Background: an optimization exercise with open tools, aiming at small area and a short achievable clock period. Do not read the settings as production practice. The RTL was checked by simulation tests, not by an equivalence proof against the original design. Power is estimated from default activity; no workload was simulated.

## flow/design.v (module list and top-level ports; edited modules follow where they fit)
// module alucontrol: 41 lines
// module mdarr: 2505 lines
// module alu: 33 lines
// module ex_stage: 118 lines
module ex_stage (
	input wire clk,
	input wire reset,
	input wire we,
	output wire [4:0] reg_probe,
	output wire [31:0] data_probe,
	output wire write_probe,
	input wire alu_s,
	input wire alu_t,
	input wire alu_op,
	input wire dst_reg,
	input wire is_link,
	input wire is_jump,
	input wire dst_jump,
	input wire [31:0] pc_jump,
	input wire [31:0] pc_next,
	input wire [31:0] data_s,
	input wire [31:0] data_t,
	input wire [31:0] data_c0,
	input wire [5:0] opcode,
	input wire [5:0] funct,
	input wire [4:0] reg_s,
	input wire [4:0] reg_t,
	input wire [4:0] reg_d,
	input wire is_branch,
	input wire mem_read,
	input wire mem_write,
	input wire mem_type,
	input wire mem_to_reg,
	input wire reg_write,
	input wire [31:0] immediate,
	output reg is_branch_out,
	output reg [31:0] pc_branch,
	output reg is_jump_out,
	output reg [31:0] pc_jump_out,
	output reg alu_zero,
	output reg mem_read_out,
	output reg mem_write_out,
	output reg mem_type_out,
	output reg mem_to_reg_out,
	output reg [31:0] alu_out,
	output reg [31:0] data_t_out,
	output reg [4:0] reg_addr,
	output reg reg_write_out
);
  // ...
==> flow/run.sh <==
#!/bin/bash
# synth_recipe.tcl (not shown) runs the flow's synth.tcl, then flattens the netlist and writes it again
# the make line also repeats each setting of config.mk as NAME=value (left out here)
make -C /OpenROAD-flow-scripts/flow DESIGN_CONFIG=/design/flow/config.mk WORK_HOME=/design/flow/orfs CLKGATE_MAP_FILE= SYNTH_SCRIPT=/design/flow/synth_recipe.tcl finish
==> flow/config.mk <==
export PLATFORM = sky130hd
export DESIGN_NAME = ex_stage
export DESIGN_NICKNAME = ex_stage
export VERILOG_FILES = /design/flow/design.v
export SDC_FILE = /design/flow/constraint.sdc
export NUM_CORES = 4
export LEC_CHECK = 0
export ABC_AREA = 1
export CAP_MARGIN = 20
export CORE_MARGIN = 2
export CORE_UTILIZATION = 50
export CTS_CLUSTER_DIAMETER = 50
export CTS_CLUSTER_SIZE = 10
export SLEW_MARGIN = 20
==> flow/constraint.sdc <==
create_clock -name core_clock -period 600.0 [get_ports {clk}]
set_input_delay 120.0000 -clock core_clock [delete_from_list [all_inputs] [get_ports {clk}]]
set_output_delay 120.0000 -clock core_clock [all_outputs]
set_load 0.01 [all_outputs]
==> impl_metrics.yaml, run 1 <==
status:
  status: "finished clean"
synthesis:
  synth_top_family_by_area: "simple AND/OR/NAND/NOR gates"
  synthTopCellsByArea: "ha_1 (18%), nand2_1 (15%), inv_1 (6.9%)"
  ys_warn_count: 1
  synth_most_common_cell: "nand2_1"
  synthesis.area_um2: 42100
detailed_routing:
  wire_per_inst_um: 22.3
  dr.pass1.iters: 6
  post-route-drc-count: 0
pwr:
  pg_seq_uw: 10.5
  vdd_drop_max_mv: 0.00449
  p_clk_uw: 10.7
  seqPwrFrac_pct: 3.6
cts:
  cts_resized: 0
global_route:
  grt-ovfl-total: 0
timing:
  hold_violations: 0
  setup_violations: 0
  worst_slew_pin_slew_ps: 1110
worst_setup_path:
  startpoint_type: "primary input"
  cp-startpoint: "alu_t"
  path_depth: 1144
  r2r-start: "pc_branch[22]$_SDFFE_PP0P_"
  crit_family: "simple AND/OR/NAND/NOR gates"
cells_and_area:
  clkbuf_count: 18
  fill_cells: 8424
hold_path:
  min_path_type: "reg -> reg"
floorplanning:
  io-pin-count: 414
==> module alu, before the edit <==
module alu(
	input wire op_add, op_sub, op_slt, op_and, op_or, op_xor, op_nor,
	input wire op_sll, op_srl, op_sra, op_lui, op_mov, op_mul, op_div,
	input wire op_beq, op_bne,
	input wire [31:0] s,
	input wire [31:0] t,
	input wire [4:0] shamt,
	output wire zero,
	output wire [31:0] out
);
wire sub = op_sub | op_slt;
wire [32:0] sum = {1'b0, s} + {1'b0, t ^ {32{sub}}} + {32'd0, sub};
wire ltu = ~sum[32];
wire lts = (s[31] ^ t[31]) ? s[31] : ltu;
wire eq = (s == t);
assign zero = (op_beq & eq) | (op_bne & ~eq);
wire [31:0] shl = s << shamt;
wire [31:0] shr = $signed({op_sra & s[31], s}) >>> shamt;
wire [31:0] prod, quot;
mdarr md(.s(s), .t(t), .div(op_div), .prod(prod), .quot(quot));
assign out = ({32{op_add | op_sub}} & sum[31:0])
           | ({32{op_slt}} & {31'd0, lts})
           | ({32{op_and}} & (s & t))
           | ({32{op_or}}  & (s | t))
           | ({32{op_xor}} & (s ^ t))
           | ({32{op_nor}} & ~(s | t))
           | ({32{op_sll}} & shl)
           | ({32{op_srl | op_sra}} & shr)
           | ({32{op_lui}} & {t[15:0], 16'h0000})
           | ({32{op_mov}} & s)
           | ({32{op_mul}} & prod)
           | ({32{op_div}} & quot);
endmodule
==> module ex_stage, before the edit <==
module ex_stage (
	input wire clk,
	input wire reset,
	input wire we,
	output wire [4:0] reg_probe,
	output wire [31:0] data_probe,
	output wire write_probe,
	input wire alu_s,
	input wire alu_t,
	input wire alu_op,
	input wire dst_reg,
	input wire is_link,
	input wire is_jump,
	input wire dst_jump,
	input wire [31:0] pc_jump,
	input wire [31:0] pc_next,
	input wire [31:0] data_s,
	input wire [31:0] data_t,
	input wire [31:0] data_c0,
	input wire [5:0] opcode,
	input wire [5:0] funct,
	input wire [4:0] reg_s,
	input wire [4:0] reg_t,
	input wire [4:0] reg_d,
	input wire is_branch,
	input wire mem_read,
	input wire mem_write,
	input wire mem_type,
	input wire mem_to_reg,
	input wire reg_write,
	input wire [31:0] immediate,
	output reg is_branch_out,
	output reg [31:0] pc_branch,
	output reg is_jump_out,
	output reg [31:0] pc_jump_out,
	output reg alu_zero,
	output reg mem_read_out,
	output reg mem_write_out,
	output reg mem_type_out,
	output reg mem_to_reg_out,
	output reg [31:0] alu_out,
	output reg [31:0] data_t_out,
	output reg [4:0] reg_addr,
	output reg reg_write_out
);
wire aluz;
wire [31:0] alu_result;
wire op_add, op_sub, op_slt, op_and, op_or, op_xor, op_nor;
wire op_sll, op_srl, op_sra, op_lui, op_mov, op_mul, op_div, op_beq, op_bne;
reg [4:0] dst_regid;
reg [4:0] wreg;
reg [31:0] exout;
reg [31:0] data_s_alu;
reg [31:0] data_t_alu;
reg [31:0] expc_branch;
reg [31:0] exdst_jump;
assign reg_probe   = wreg;
assign data_probe  = exout;
assign write_probe = reg_write & ~mem_to_reg;
alucontrol alucontrol(
	.funct(funct), .opcode(opcode), .aluop_in(alu_op),
	.op_add(op_add), .op_sub(op_sub), .op_slt(op_slt), .op_and(op_and),
	.op_or(op_or), .op_xor(op_xor), .op_nor(op_nor), .op_sll(op_sll),
	.op_srl(op_srl), .op_sra(op_sra), .op_lui(op_lui), .op_mov(op_mov),
	.op_mul(op_mul), .op_div(op_div), .op_beq(op_beq), .op_bne(op_bne)
);
alu alu(
	.op_add(op_add), .op_sub(op_sub), .op_slt(op_slt), .op_and(op_and),
	.op_or(op_or), .op_xor(op_xor), .op_nor(op_nor), .op_sll(op_sll),
	.op_srl(op_srl), .op_sra(op_sra), .op_lui(op_lui), .op_mov(op_mov),
	.op_mul(op_mul), .op_div(op_div), .op_beq(op_beq), .op_bne(op_bne),
	.s(data_s_alu),
	.t(data_t_alu),
	.shamt(immediate[10:6]),
	.zero(aluz),
	.out(alu_result)
);
always @(*) begin
	data_s_alu  = alu_s    ? data_c0   : data_s;
	data_t_alu  = alu_t    ? immediate : data_t;
	exout       = is_link  ? pc_next   : alu_result;
	dst_regid   = dst_reg  ? reg_d     : reg_t;
	wreg        = is_link  ? 5'd31     : dst_regid;
	exdst_jump  = dst_jump ? data_s   : pc_jump;
	expc_branch = pc_next + (immediate << 2);
end
always @(posedge clk) begin
	if (reset) begin
		is_branch_out  <= 0;
		pc_branch      <= 0;
		alu_zero       <= 0;
		mem_read_out   <= 0;
		mem_write_out  <= 0;
		mem_type_out   <= 0;
		mem_to_reg_out <= 0;
		alu_out        <= 0;
		data_t_out     <= 0;
		reg_addr       <= 0;
		reg_write_out  <= 0;
		is_jump_out    <= 0;
		pc_jump_out    <= 0;
	end else if (we) begin
		is_branch_out  <= is_branch;
		pc_branch      <= expc_branch;
		alu_zero       <= aluz;
		mem_read_out   <= mem_read;
		mem_write_out  <= mem_write;
		mem_type_out   <= mem_type;
		mem_to_reg_out <= mem_to_reg;
		alu_out        <= exout;
		data_t_out     <= data_t;
		reg_addr       <= wreg;
		reg_write_out  <= reg_write;
		is_jump_out    <= is_jump;
		pc_jump_out    <= exdst_jump;
	end
end
endmodule
==> run 2, diff against run 1 <==
--- a/flow/design.v
+++ b/flow/design.v
@@ -2544,6 +2544,24 @@
 assign prod = s0_o;
 assign quot = (thigh[1] | t[0]) ? q : 32'd0;
 endmodule
+module rca #(parameter N = 32) (
+	input wire [N-1:0] a,
+	input wire [N-1:0] b,
+	input wire ci,
+	output wire [N-1:0] y,
+	output wire co
+);
+wire [N:0] c;
+assign c[0] = ci;
+genvar j;
+generate
+	for (j = 0; j < N; j = j + 1) begin : fa
+		assign y[j] = a[j] ^ b[j] ^ c[j];
+		assign c[j+1] = (a[j] & b[j]) | (a[j] & c[j]) | (b[j] & c[j]);
+	end
+endgenerate
+assign co = c[N];
+endmodule
 module alu(
 	input wire op_add, op_sub, op_slt, op_and, op_or, op_xor, op_nor,
 	input wire op_sll, op_srl, op_sra, op_lui, op_mov, op_mul, op_div,
@@ -2554,28 +2572,33 @@
 	output wire zero,
 	output wire [31:0] out
 );
-wire sub = op_sub | op_slt;
-wire [32:0] sum = {1'b0, s} + {1'b0, t ^ {32{sub}}} + {32'd0, sub};
-wire ltu = ~sum[32];
-wire lts = (s[31] ^ t[31]) ? s[31] : ltu;
-wire eq = (s == t);
+wire sub = op_sub | op_slt | op_beq | op_bne;
+wire [31:0] sum;
+wire co;
+rca #(32) add(.a(s), .b(t ^ {32{sub}}), .ci(sub), .y(sum), .co(co));
+wire lts = (s[31] ^ t[31]) ? s[31] : ~co;
+wire eq = ~|sum;
 assign zero = (op_beq & eq) | (op_bne & ~eq);
-wire [31:0] shl = s << shamt;
-wire [31:0] shr = $signed({op_sra & s[31], s}) >>> shamt;
+wire shft = op_sll | op_srl | op_sra;
+wire neg = op_sra & s[31];
+wire [31:0] md_t = shft ? (32'd1 << shamt) : t;
+wire [31:0] md_s = s ^ {32{neg}};
+wire md_div = op_div | op_srl | op_sra;
 wire [31:0] prod, quot;
-mdarr md(.s(s), .t(t), .div(op_div), .prod(prod), .quot(quot));
-assign out = ({32{op_add | op_sub}} & sum[31:0])
-           | ({32{op_slt}} & {31'd0, lts})
-           | ({32{op_and}} & (s & t))
-           | ({32{op_or}}  & (s | t))
-           | ({32{op_xor}} & (s ^ t))
-           | ({32{op_nor}} & ~(s | t))
-           | ({32{op_sll}} & shl)
-           | ({32{op_srl | op_sra}} & shr)
+mdarr md(.s(md_s), .t(md_t), .div(md_div), .prod(prod), .quot(quot));
+wire c11 = op_and | op_or | op_mov;
+wire c10 = op_or | op_xor | op_mov;
+wire c01 = op_or | op_xor;
+wire c00 = op_nor;
+wire [31:0] lg = (s & t & {32{c11}}) | (s & ~t & {32{c10}}) | (~s & t & {32{c01}}) | (~s & ~t & {32{c00}});
+wire sel_q = op_div | op_srl | (op_sra & ~s[31]);
+assign out = ({32{op_add | op_sub}} & sum)
+           | {31'd0, op_slt & lts}
+           | lg
            | ({32{op_lui}} & {t[15:0], 16'h0000})
-           | ({32{op_mov}} & s)
-           | ({32{op_mul}} & prod)
-           | ({32{op_div}} & quot);
+           | ({32{op_mul | op_sll}} & prod)
+           | ({32{sel_q}} & quot)
+           | ({32{neg}} & ~quot);
 endmodule
 module ex_stage (
 	input wire clk,
@@ -2654,15 +2677,17 @@
 	.zero(aluz),
 	.out(alu_result)
 );
+wire [29:0] pcb_hi;
+rca #(30) pcadd(.a(pc_next[31:2]), .b(immediate[29:0]), .ci(1'b0), .y(pcb_hi), .co());
 always @(*) begin
+	expc_branch = {pcb_hi, pc_next[1:0]};
 	data_s_alu  = alu_s    ? data_c0   : data_s;
 	data_t_alu  = alu_t    ? immediate : data_t;
 	exout       = is_link  ? pc_next   : alu_result;
 	dst_regid   = dst_reg  ? reg_d     : reg_t;
 	wreg        = is_link  ? 5'd31     : dst_regid;
 	exdst_jump  = dst_jump ? data_s   : pc_jump;
-	expc_branch = pc_next + (immediate << 2);
-end
+	end
 always @(posedge clk) begin
 	if (reset) begin
 		is_branch_out  <= 0;
==> run 2 against run 1 <==
  * Combinational power increased by 130%
  * Global-route usage fell by 6.6 points
  * Cell count is 13% lower
  * Clock power rose by 8%
  * Flip-flop and latch count unchanged
  * Non-clock buffer count is 60 lower
  * Routed wire length is 24% lower
  * Maximum frequency hardly changed
  * Core utilization decreased by 0.29 points
  * Synthesized cell count is 14% lower
  * Critical endpoint is now data_probe[13]
  * Largest power group unchanged
==> impl_metrics.yaml, run 2 <==
status:
  status: "finished clean"
timing:
  setup_violations: 0
  final.setup.worst_slack_ps: 248170
  max_slew_margin_pct: 17.0
  max_freq_mhz: 2.84
  tns_ps: 0
  whs_ps: 471
  period_share_pct: 58.6
  worst_slew_pin_slew_ps: 1230
  skew_ps: 0
  rsz0062_at_grt: "false"
  maxSlewViolCount: 0
  fin_crit_ps: 351830
  hold_violations: 0
worst_setup_path:
  max_stage_delay_ps: 900
  end_kind: "output pin"
  rr_worst_depth: 4
  crit_end: "data_probe[13]"
  cp-startpoint: "alu_t"
  regToRegSetupSlack_ps: 599250
  crit_type: "in -> out"
  worst_ep_required_time_ps: 480000
  path_depth: 1146
  cp.arrival_ps: 231830
  r2r-start: "alu_out[4]$_SDFFE_PP0P_"
  timing.rr.end: "alu_out[4]$_SDFFE_PP0P_"
  slowest_stage: "o21ai_0"
  crit_top_cell: "nand2_1"
  crit_fanout: 64
  crit_family: "compound AO/OA/AOI/OAI gates"
  path_buf_inv: 88
  startpoint_type: "primary input"
hold_path:
  hp-start: "alu_zero$_SDFFE_PP0P_"
  hold_path_depth: 2
  min_to: "alu_zero$_SDFFE_PP0P_"
  min_path_type: "reg -> reg"
floorplanning:
  fp-row-count: 102
  dieArea_um2: 79900
  core_area_um2: 77200
  die_y_um: 283
  io-pin-count: 414
  start_util_pct: 50.3
  die_w_um: 283
cts:
  cts_num_sinks: 141
  clkLatencyLatePin_ps: 450
  root_buffer: "clkbuf_16"
  clk_pin_slew_worst_paths_ps: 60
  postCtsSetupBuffers: 0
  cts_hold_buf: 0
  clockBufferDepth: 2
  cts_buffers: 17
  cts_tree: "built"
  htree_levels: 4
  cts_resized: 0
detailed_routing:
  drtIter0Drc: 2651
  wire_per_inst_um: 19.4
  num_vias: 38000
  dr.pass1.iters: 6
  wirelength_mm: 136
  ant_nets: 0
  vias_per_cell: 5.42
  post-route-drc-count: 0
global_route:
  grt-ovfl-total: 0
  grt_pass1_vias: 35600
  grtUsageTotal_pct: 33.9
  antenna_found_initial: 5
  grt_first_pass_wirelength_mm: 209
  grt_max_degree: 129
synthesis:
  yosys.area.top_type_share_pct: 16.0
  ys_ff_latch: 141
  synth.largest_area_cell: "ha_1"
  ys.flop_type: "dfxtp_1"
  synth_edf_count: 0
  synthesis.area_um2: 38800
  synth_most_common_cell: "nand2_1"
  yosysSeqAreaShare_pct: 7.27
  synth_nets: 6548
  ys_warn_count: 1
  synthTopCellsByArea: "ha_1 (16%), nand2_1 (12%), fa_1 (8.4%)"
  avgSynthCellArea_um2: 6.87
  ys_types: 80
  async_flop_share_pct: 0
  synth_common_cells: "nand2_1 (1259), inv_1 (653), ha_1 (496)"
  synthCells: 5655
placement:
  dp_slack_ps: 248260
  portBuffers: 408
  dp_hpwl_mm: 111
  gp_congestion: 1.00
  place_inst: 6973
pwr:
  power_leakage_nw: 21.6
  cellPowerDensity_nw_per_um2: 14.8
  power_leader: "combinational logic"
  vdd_drop_max_mv: 0.0105
  switching_share_pct: 55.2
  p_switching_uw: 358
  seqPwrFrac_pct: 1.6
  powerComb_uw: 626
  p_clk_uw: 11.6
  pg_seq_uw: 10.5
  intPower_uw: 291
  pwr-share-comb_pct: 96.6
  clkPwrFrac_pct: 1.8
cells_and_area:
  area.growth.synth_to_final_pct: 13.1
  drive_above_1_share_pct: 16.0
  stdcell_count: 7007
  final_common_cell: "nand2_1"
  nets: 6845
  layout_common_cells: "nand2_1 (1259), inv_1 (651), ha_1 (496)"
  fin_util_pct: 56.9
run:
  drv_cap: 0
run 2: cell types whose count changed in the layout (fill, tap and decap cells not counted), moves of 75 or more:
cell,delta
nand2_1,-475
nand2_2,+129
ha_1,-119
inv_1,-115
o21ai_0,-115
o21ai_2,+109
a21oi_1,-86
nor2_1,-79
nand3_1,-75
run 2: through the flow:
stage | area [um^2] | total power, mW
after floorplan | 38800 | 0.535
after global placement | 43300 | 0.617
after detailed placement | 43300 | 0.635
after CTS | 43900 | 0.651
after global routing | 43900 | 0.741
final | 43900 | 0.649
run 2: layout make-up:
cell class                 instances  area, um^2
fill                            7737       33300
multi-input combinational       4581       31700
timing repair buffer             494        4740
sequential                       141        2820
inverter                         717        2730
tap                             1040        1300
clock buffer                      18         429
clock inverter                    14         175
antenna                            2        5.00
run 2: cell families (layout without fill, tap and decap cells):
kind of cell               count (synthesis)  after routing  share of synthesized area [%]
DFF                                      141            141                           7.27
other                                      0              2                              0
buffers and inverters                    933           1243                           11.9
AOI/OAI and AO/OA                       1103           1103                           19.0
and+or+nand+nor                         2458           2458                           29.3
xor gates and xnor gates                 361            361                           8.22
adders and majority gates                658            658                           24.3
muxes                                      1              1                         0.0258
run 2: routing by layer:
layer  GRT usage (%)  part of all wire, %  up-vias
li1                -                    -    19200
met1            44.5                   44    17600
met2            55.3                   45     1003
met3            5.07                  6.1      215
met4            14.2                  4.6        6
met5               0                0.029        -
==> run 3, diff against run 2 <==
--- a/flow/design.v
+++ b/flow/design.v
@@ -2569,6 +2569,8 @@
 	input wire [31:0] s,
 	input wire [31:0] t,
 	input wire [4:0] shamt,
+	input wire link,
+	input wire [31:0] pc_next,
 	output wire zero,
 	output wire [31:0] out
 );
@@ -2580,25 +2582,26 @@
 wire eq = ~|sum;
 assign zero = (op_beq & eq) | (op_bne & ~eq);
 wire shft = op_sll | op_srl | op_sra;
-wire neg = op_sra & s[31];
 wire [31:0] md_t = shft ? (32'd1 << shamt) : t;
-wire [31:0] md_s = s ^ {32{neg}};
 wire md_div = op_div | op_srl | op_sra;
 wire [31:0] prod, quot;
-mdarr md(.s(md_s), .t(md_t), .div(md_div), .prod(prod), .quot(quot));
+mdarr md(.s(s), .t(md_t), .div(md_div), .prod(prod), .quot(quot));
+wire neg = op_sra & s[31];
+wire [31:0] sra_fill = ~(32'hffffffff >> shamt);
 wire c11 = op_and | op_or | op_mov;
 wire c10 = op_or | op_xor | op_mov;
 wire c01 = op_or | op_xor;
 wire c00 = op_nor;
 wire [31:0] lg = (s & t & {32{c11}}) | (s & ~t & {32{c10}}) | (~s & t & {32{c01}}) | (~s & ~t & {32{c00}});
-wire sel_q = op_div | op_srl | (op_sra & ~s[31]);
-assign out = ({32{op_add | op_sub}} & sum)
-           | {31'd0, op_slt & lts}
-           | lg
-           | ({32{op_lui}} & {t[15:0], 16'h0000})
-           | ({32{op_mul | op_sll}} & prod)
-           | ({32{sel_q}} & quot)
-           | ({32{neg}} & ~quot);
+wire nl = ~link;
+assign out = ({32{(op_add | op_sub) & nl}} & sum)
+           | {31'd0, op_slt & nl & lts}
+           | ({32{nl}} & lg)
+           | ({32{op_lui & nl}} & {t[15:0], 16'h0000})
+           | ({32{(op_mul | op_sll) & nl}} & prod)
+           | ({32{md_div & nl}} & quot)
+           | ({32{neg & nl}} & sra_fill)
+           | ({32{link}} & pc_next);
 endmodule
 module ex_stage (
 	input wire clk,
@@ -2674,6 +2677,8 @@
 	.s(data_s_alu),
 	.t(data_t_alu),
 	.shamt(immediate[10:6]),
+	.link(is_link),
+	.pc_next(pc_next),
 	.zero(aluz),
 	.out(alu_result)
 );
@@ -2683,7 +2688,7 @@
 	expc_branch = {pcb_hi, pc_next[1:0]};
 	data_s_alu  = alu_s    ? data_c0   : data_s;
 	data_t_alu  = alu_t    ? immediate : data_t;
-	exout       = is_link  ? pc_next   : alu_result;
+	exout       = alu_result;
 	dst_regid   = dst_reg  ? reg_d     : reg_t;
 	wreg        = is_link  ? 5'd31     : dst_regid;
 	exdst_jump  = dst_jump ? data_s   : pc_jump;
--- a/flow/config.mk
+++ b/flow/config.mk
@@ -8,7 +8,8 @@
 export ABC_AREA = 1
 export CAP_MARGIN = 20
 export CORE_MARGIN = 2
-export CORE_UTILIZATION = 50
+export CORE_UTILIZATION = 70
 export CTS_CLUSTER_DIAMETER = 50
 export CTS_CLUSTER_SIZE = 10
+export PLACE_DENSITY = 0.8
 export SLEW_MARGIN = 20
==> run 3 against run 2 <==
  * Critical path depth is 1 lower
  * Clock skew stayed put
  * Register-to-register slack worse by 30 ps
  * Area after synthesis is 0.63% lower
  * Non-clock buffer count is 4 lower
  * Cell count is 7.2% lower
  * Synthesized cell count is 3.0% lower
  * Sequential power hardly changed
  * Hold slack better by 16 ps
  * Design area is 2.0% lower
  * Via count is 3.7% higher
==> impl_metrics.yaml, run 3 <==
status:
  status: "finished clean"
pwr:
  seqPwrFrac_pct: 1.5
  pwr-share-comb_pct: 96.8
  switching_share_pct: 55.6
  p_clk_uw: 11.7
  clkPwrFrac_pct: 1.7
  intPower_uw: 305
  powerComb_uw: 664
  vdd_drop_max_mv: 0.0259
  p_switching_uw: 382
  power_leader: "combinational logic"
  pg_seq_uw: 10.5
  power_leakage_nw: 20.7
  cellPowerDensity_nw_per_um2: 16.0
  p_total_uw: 687
timing:
  worst_slew_pin_slew_ps: 1190
  rsz0062_at_grt: "false"
  max_slew_margin_pct: 20.0
  period_share_pct: 59.2
  final.setup.worst_slack_ps: 244870
  maxSlewViolCount: 0
  whs_ps: 487
  setup_violations: 0
  skew_ps: 0
  fin_crit_ps: 355130
  max_freq_mhz: 2.82
  hold_violations: 0
  tns_ps: 0
detailed_routing:
  wire_per_inst_um: 19.8
  wirelength_mm: 129
  dr.pass1.iters: 8
  drtIter0Drc: 3728
  vias_per_cell: 6.06
  num_vias: 39400
  ant_nets: 0
  post-route-drc-count: 0
cells_and_area:
  seq_area_um2: 2820
  drive_above_1_share_pct: 17.3
  area.growth.synth_to_final_pct: 11.5
  layout_common_cells: "nand2_1 (1095), inv_1 (573), ha_1 (496)"
  fin_util_pct: 78.6
  fin_area_um2: 43000
  stdcell_count: 6501
  final_common_cell: "nand2_1"
  multi_input_area_um2: 31600
  fill_cells: 4143
  nets: 6675
worst_setup_path:
  path_buf_inv: 76
  path_depth: 1145
  crit_fanout: 61
  rr_worst_depth: 2
  regToRegSetupSlack_ps: 599220
  cp-startpoint: "alu_op"
  worst_ep_required_time_ps: 480000
  cp.arrival_ps: 235130
  timing.rr.end: "data_t_out[9]$_SDFFE_PP0P_"
  slowest_stage: "o21ai_4"
  crit_family: "compound AO/OA/AOI/OAI gates"
  end_kind: "output pin"
  crit_type: "in -> out"
  crit_end: "data_probe[12]"
  crit_top_cell: "nand2_1"
  startpoint_type: "primary input"
  max_stage_delay_ps: 800
  r2r-start: "data_t_out[9]$_SDFFE_PP0P_"
cts:
  clk_pin_slew_worst_paths_ps: 70
  cts_num_sinks: 141
  cts_resized: 0
  htree_levels: 4
  cts_tree: "built"
  clockBufferDepth: 2
  cts_buffers: 17
  root_buffer: "clkbuf_16"
  cts_hold_buf: 0
  clkLatencyLatePin_ps: 470
  postCtsSetupBuffers: 0
synthesis:
  avgSynthCellArea_um2: 7.03
  yosys.area.top_type_share_pct: 16.1
  ys.flop_type: "dfxtp_1"
  synthTopCellsByArea: "ha_1 (16%), nand2_1 (11%), fa_1 (8.4%)"
  synth_nets: 6379
  ys_types: 80
  async_flop_share_pct: 0
  synth.largest_area_cell: "ha_1"
  synthesis.area_um2: 38600
  synth_common_cells: "nand2_1 (1095), inv_1 (577), ha_1 (496)"
  synth_edf_count: 0
  yosysSeqAreaShare_pct: 7.32
  synthCells: 5486
  ys_ff_latch: 141
  ys_warn_count: 1
  synth_most_common_cell: "nand2_1"
hold_path:
  hold_path_depth: 2
  hp-start: "pc_jump_out[30]$_SDFFE_PP0P_"
  min_path_type: "reg -> reg"
  min_to: "pc_jump_out[30]$_SDFFE_PP0P_"
floorplanning:
  start_util_pct: 70.5
  die_y_um: 239
  core_area_um2: 54800
  io-pin-count: 414
  dieArea_um2: 57000
  die_w_um: 239
  fp-row-count: 86
placement:
  place_inst: 6466
  dp_slack_ps: 247150
  placed_cell_area_um2: 42400
  dp_hpwl_mm: 102
  gp_congestion: 1.07
  portBuffers: 408
global_route:
  grtUsageTotal_pct: 44.8
  grt_pass1_vias: 37500
  antenna_found_initial: 7
  grt-ovfl-total: 0
  grt_first_pass_wirelength_mm: 201
  grt_max_degree: 102
run:
  drv_cap: 0
==> run 3: routing by layer <==
| layer | up-vias | wire, um | GRT usage (%) |
|---|---|---|---|
| li1 | 18800 | - | - |
| met1 | 18200 | 49600 | 54.4 |
| met2 | 1919 | 56800 | 71.6 |
| met3 | 530 | 13300 | 11.0 |
| met4 | 8 | 9280 | 27.5 |
| met5 | - | 56 | 0 |
==> run 3: cell families (layout without fill, tap and decap cells) <==
kind of cell	Yosys count	in the layout	share of synthesized area [%]
other cells	0	2	0
mux	10	10	0.269
xor+xnor	341	341	7.74
buf+inv	856	1165	11.5
fa+ha+maj	658	658	24.5
flops	141	141	7.32
compound gates	1171	1171	21.1
simple gates	2309	2309	27.5
==> run 3: cell type report <==
| cell class | instances | share of cell area [%] |
|---|---|---|
| multi-input cells | 4489 | 73.3 |
| repair buffers | 490 | 10.9 |
| flip-flops and latches | 141 | 6.56 |
| inverters | 643 | 5.74 |
| well taps | 704 | 2.05 |
| clock buffers | 18 | 1.02 |
| clock inverters | 14 | 0.416 |
| diodes | 2 | 0.0116 |
==> run 4, diff against run 3 <==
==> flow/flow/run.sh (new file) <==
#!/bin/bash
# Standard ORFS layout, but the port buffers that global placement inserts use the
# smallest plain buffer (buf_1) instead of the default choice (a delay-cell buffer).
set -euo pipefail
bash standard.sh 'BUFFER_PORTS_ARGS=-buffer_cell sky130_fd_sc_hd__buf_1' finish > flow_make.log 2>&1
==> flow/standard.sh (new file) <==
#!/bin/bash
# synth_recipe.tcl (not shown) runs the flow's synth.tcl, then flattens the netlist and writes it again
# the make line also repeats each setting of config.mk as NAME=value (left out here)
make -C /OpenROAD-flow-scripts/flow DESIGN_CONFIG=/design/flow/config.mk WORK_HOME=/design/flow/orfs CLKGATE_MAP_FILE= SYNTH_SCRIPT=/design/flow/synth_recipe.tcl "${@:-finish}"
removed: flow/run.sh
==> run 4 against run 3 <==
  * Still clean on timing, DRC and antenna
  * Core utilization shrank 4.6 points
  * Routed wire length is 2.1% lower
  * Clock skew unchanged
==> impl_metrics.yaml, run 4 <==
status:
  status: "finished clean"
floorplanning:
  io-pin-count: 414
  die_w_um: 239
  fp-row-count: 86
  start_util_pct: 70.5
  core_area_um2: 54800
  die_y_um: 239
  dieArea_um2: 57000
worst_setup_path:
  end_kind: "output pin"
  max_stage_delay_ps: 960
  startpoint_type: "primary input"
  timing.rr.end: "alu_out[1]$_SDFFE_PP0P_"
  cp-startpoint: "alu_t"
  crit_fanout: 58
  cp.arrival_ps: 234300
  worst_ep_required_time_ps: 480000
  regToRegSetupSlack_ps: 599220
  r2r-start: "alu_out[1]$_SDFFE_PP0P_"
  rr_worst_depth: 4
  slowest_stage: "o21ai_0"
  crit_family: "compound AO/OA/AOI/OAI gates"
  crit_type: "in -> out"
  path_depth: 1145
  path_buf_inv: 79
  crit_top_cell: "nand2_1"
  crit_end: "data_probe[14]"
pwr:
  pwr-share-comb_pct: 96.7
  clkPwrFrac_pct: 1.8
  switching_share_pct: 55.6
  seqPwrFrac_pct: 1.5
  intPower_uw: 303
  power_leakage_nw: 19.7
  p_clk_uw: 12.0
  powerComb_uw: 659
  cellPowerDensity_nw_per_um2: 16.8
  power_leader: "combinational logic"
  p_switching_uw: 379
  pg_seq_uw: 10.5
  vdd_drop_max_mv: 0.0245
cells_and_area:
  fin_area_um2: 40500
  area.growth.synth_to_final_pct: 5.01
  fin_util_pct: 74.0
  drive_above_1_share_pct: 17.3
  seq_area_um2: 2820
  layout_common_cells: "nand2_1 (1095), inv_1 (573), ha_1 (496)"
  multi_input_area_um2: 31500
  stdcell_count: 6506
  fill_cells: 4659
  nets: 6677
  final_common_cell: "nand2_1"
global_route:
  grt_util_met3_pct: 10.7
  grt_pass1_vias: 37000
  grtUsageTotal_pct: 43.9
  grt-ovfl-total: 0
  grt_max_degree: 103
  grt_use_met2_pct: 70.0
  top_usage_layer: "met2"
  antenna_found_initial: 9
  grt_first_pass_wirelength_mm: 197
  grt_use_met1_pct: 54.0
synthesis:
  avgSynthCellArea_um2: 7.03
  synth_edf_count: 0
  async_flop_share_pct: 0
  ys_types: 80
  ys_ff_latch: 141
  synthesis.area_um2: 38600
  yosys.area.top_type_share_pct: 16.1
  yosysSeqAreaShare_pct: 7.32
  synth.largest_area_cell: "ha_1"
  synthCells: 5486
  synth_common_cells: "nand2_1 (1095), inv_1 (577), ha_1 (496)"
  ys_warn_count: 1
  ys.flop_type: "dfxtp_1"
  synthTopCellsByArea: "ha_1 (16%), nand2_1 (11%), fa_1 (8.4%)"
  synth_nets: 6379
  synth_most_common_cell: "nand2_1"
cts:
  clk_pin_slew_worst_paths_ps: 70
  postCtsSetupBuffers: 0
  cts_tree: "built"
  htree_levels: 4
  root_buffer: "clkbuf_16"
  clkLatencyLatePin_ps: 470
  cts_num_sinks: 141
  cts_hold_buf: 0
  cts_resized: 0
  cts_buffers: 17
  clockBufferDepth: 2
detailed_routing:
  vias_per_cell: 6.02
  dr.pass1.iters: 8
  ant_nets: 0
  num_vias: 39200
  wire_per_inst_um: 19.4
  drtIter0Drc: 3509
  wirelength_mm: 126
  post-route-drc-count: 0
placement:
  dp_slack_ps: 247560
  placed_cell_area_um2: 39900
  portBuffers: 408
  gp_congestion: 1.05
  dp_hpwl_mm: 100
  place_inst: 6469
hold_path:
  hp-start: "alu_zero$_SDFFE_PP0P_"
  hold_path_depth: 2
  min_path_type: "reg -> reg"
  min_to: "alu_zero$_SDFFE_PP0P_"
timing:
  hold_violations: 0
  max_slew_margin_pct: 16.3
  tns_ps: 0
  period_share_pct: 59.0
  skew_ps: 0
  fin_crit_ps: 354300
  worst_slew_pin_slew_ps: 1240
  rsz0062_at_grt: "false"
  final.setup.worst_slack_ps: 245700
  max_freq_mhz: 2.82
  setup_violations: 0
  maxSlewViolCount: 0
run:
  drv_cap: 0
-- run 4: kinds of logic after synthesis --
logic type | after synthesis | synth area share [%]
compound gates | 1171 | 21.1
xor+xnor | 341 | 7.74
fa+ha+maj | 658 | 24.5
buf+inv | 856 | 11.5
flops | 141 | 7.32
mux | 10 | 0.269
simple gates | 2309 | 27.5
-- run 4: final cells by class --
| class | count | area share, % |
|---|---|---|
| diodes | 5 | 0.0309 |
| clock buffers | 18 | 1.08 |
| clock inverters | 14 | 0.463 |
| inverters | 643 | 6.09 |
| multi-input cells | 4489 | 77.8 |
| flip-flops and latches | 141 | 6.97 |
| well taps | 704 | 2.17 |
| repair buffers | 492 | 5.36 |
-- run 4: through the flow --
stage	hold slack (ps)	power (mW)
floorplan	490	0.559
global placement	460	0.632
detailed placement	466	0.661
CTS	483	0.678
global route	496	0.770
finish	487	0.681
-- run 4: layer usage --
metal	part of all wire, %	wire length (um)
met4	6.7	8510
met3	9.9	12500
met2	44	55600
met5	0.045	57
met1	39	49700

==> static timing again, ports no longer ideal <==
The results above use ideal ports. As a check the final layouts listed here were re-extracted and re-timed, cells and wires unchanged.
Step 1: set_driving_cell puts a clkbuf_16 on clk and a buf_2 on each other input, an assumption about the parent block.
Step 2, shift: input delay + t, output delay - t, t = (earliest + latest rising clock arrival at the registers) / 2. This alone moves slack from input paths to output paths.
a / b / c = no drivers / after step 1 / after step 2; a / b = the first two.
run	shift t [ns]	setup slack, ns	worst register clock-pin slew, ns
run 1	0.514	248.355 / 248.325 / 248.325	0.08 / 0.08
run 2	0.517	248.170 / 248.138 / 248.138	0.08 / 0.08
run 3	0.538	244.867 / 244.843 / 244.843	0.08 / 0.08
run 4	0.546	245.702 / 245.674 / 245.674	0.09 / 0.09
After both steps every run listed still meets setup and hold. The setup slack of run 2, which loses most, moves by -0.032 ns with the drivers and by -0.032 ns with both steps.
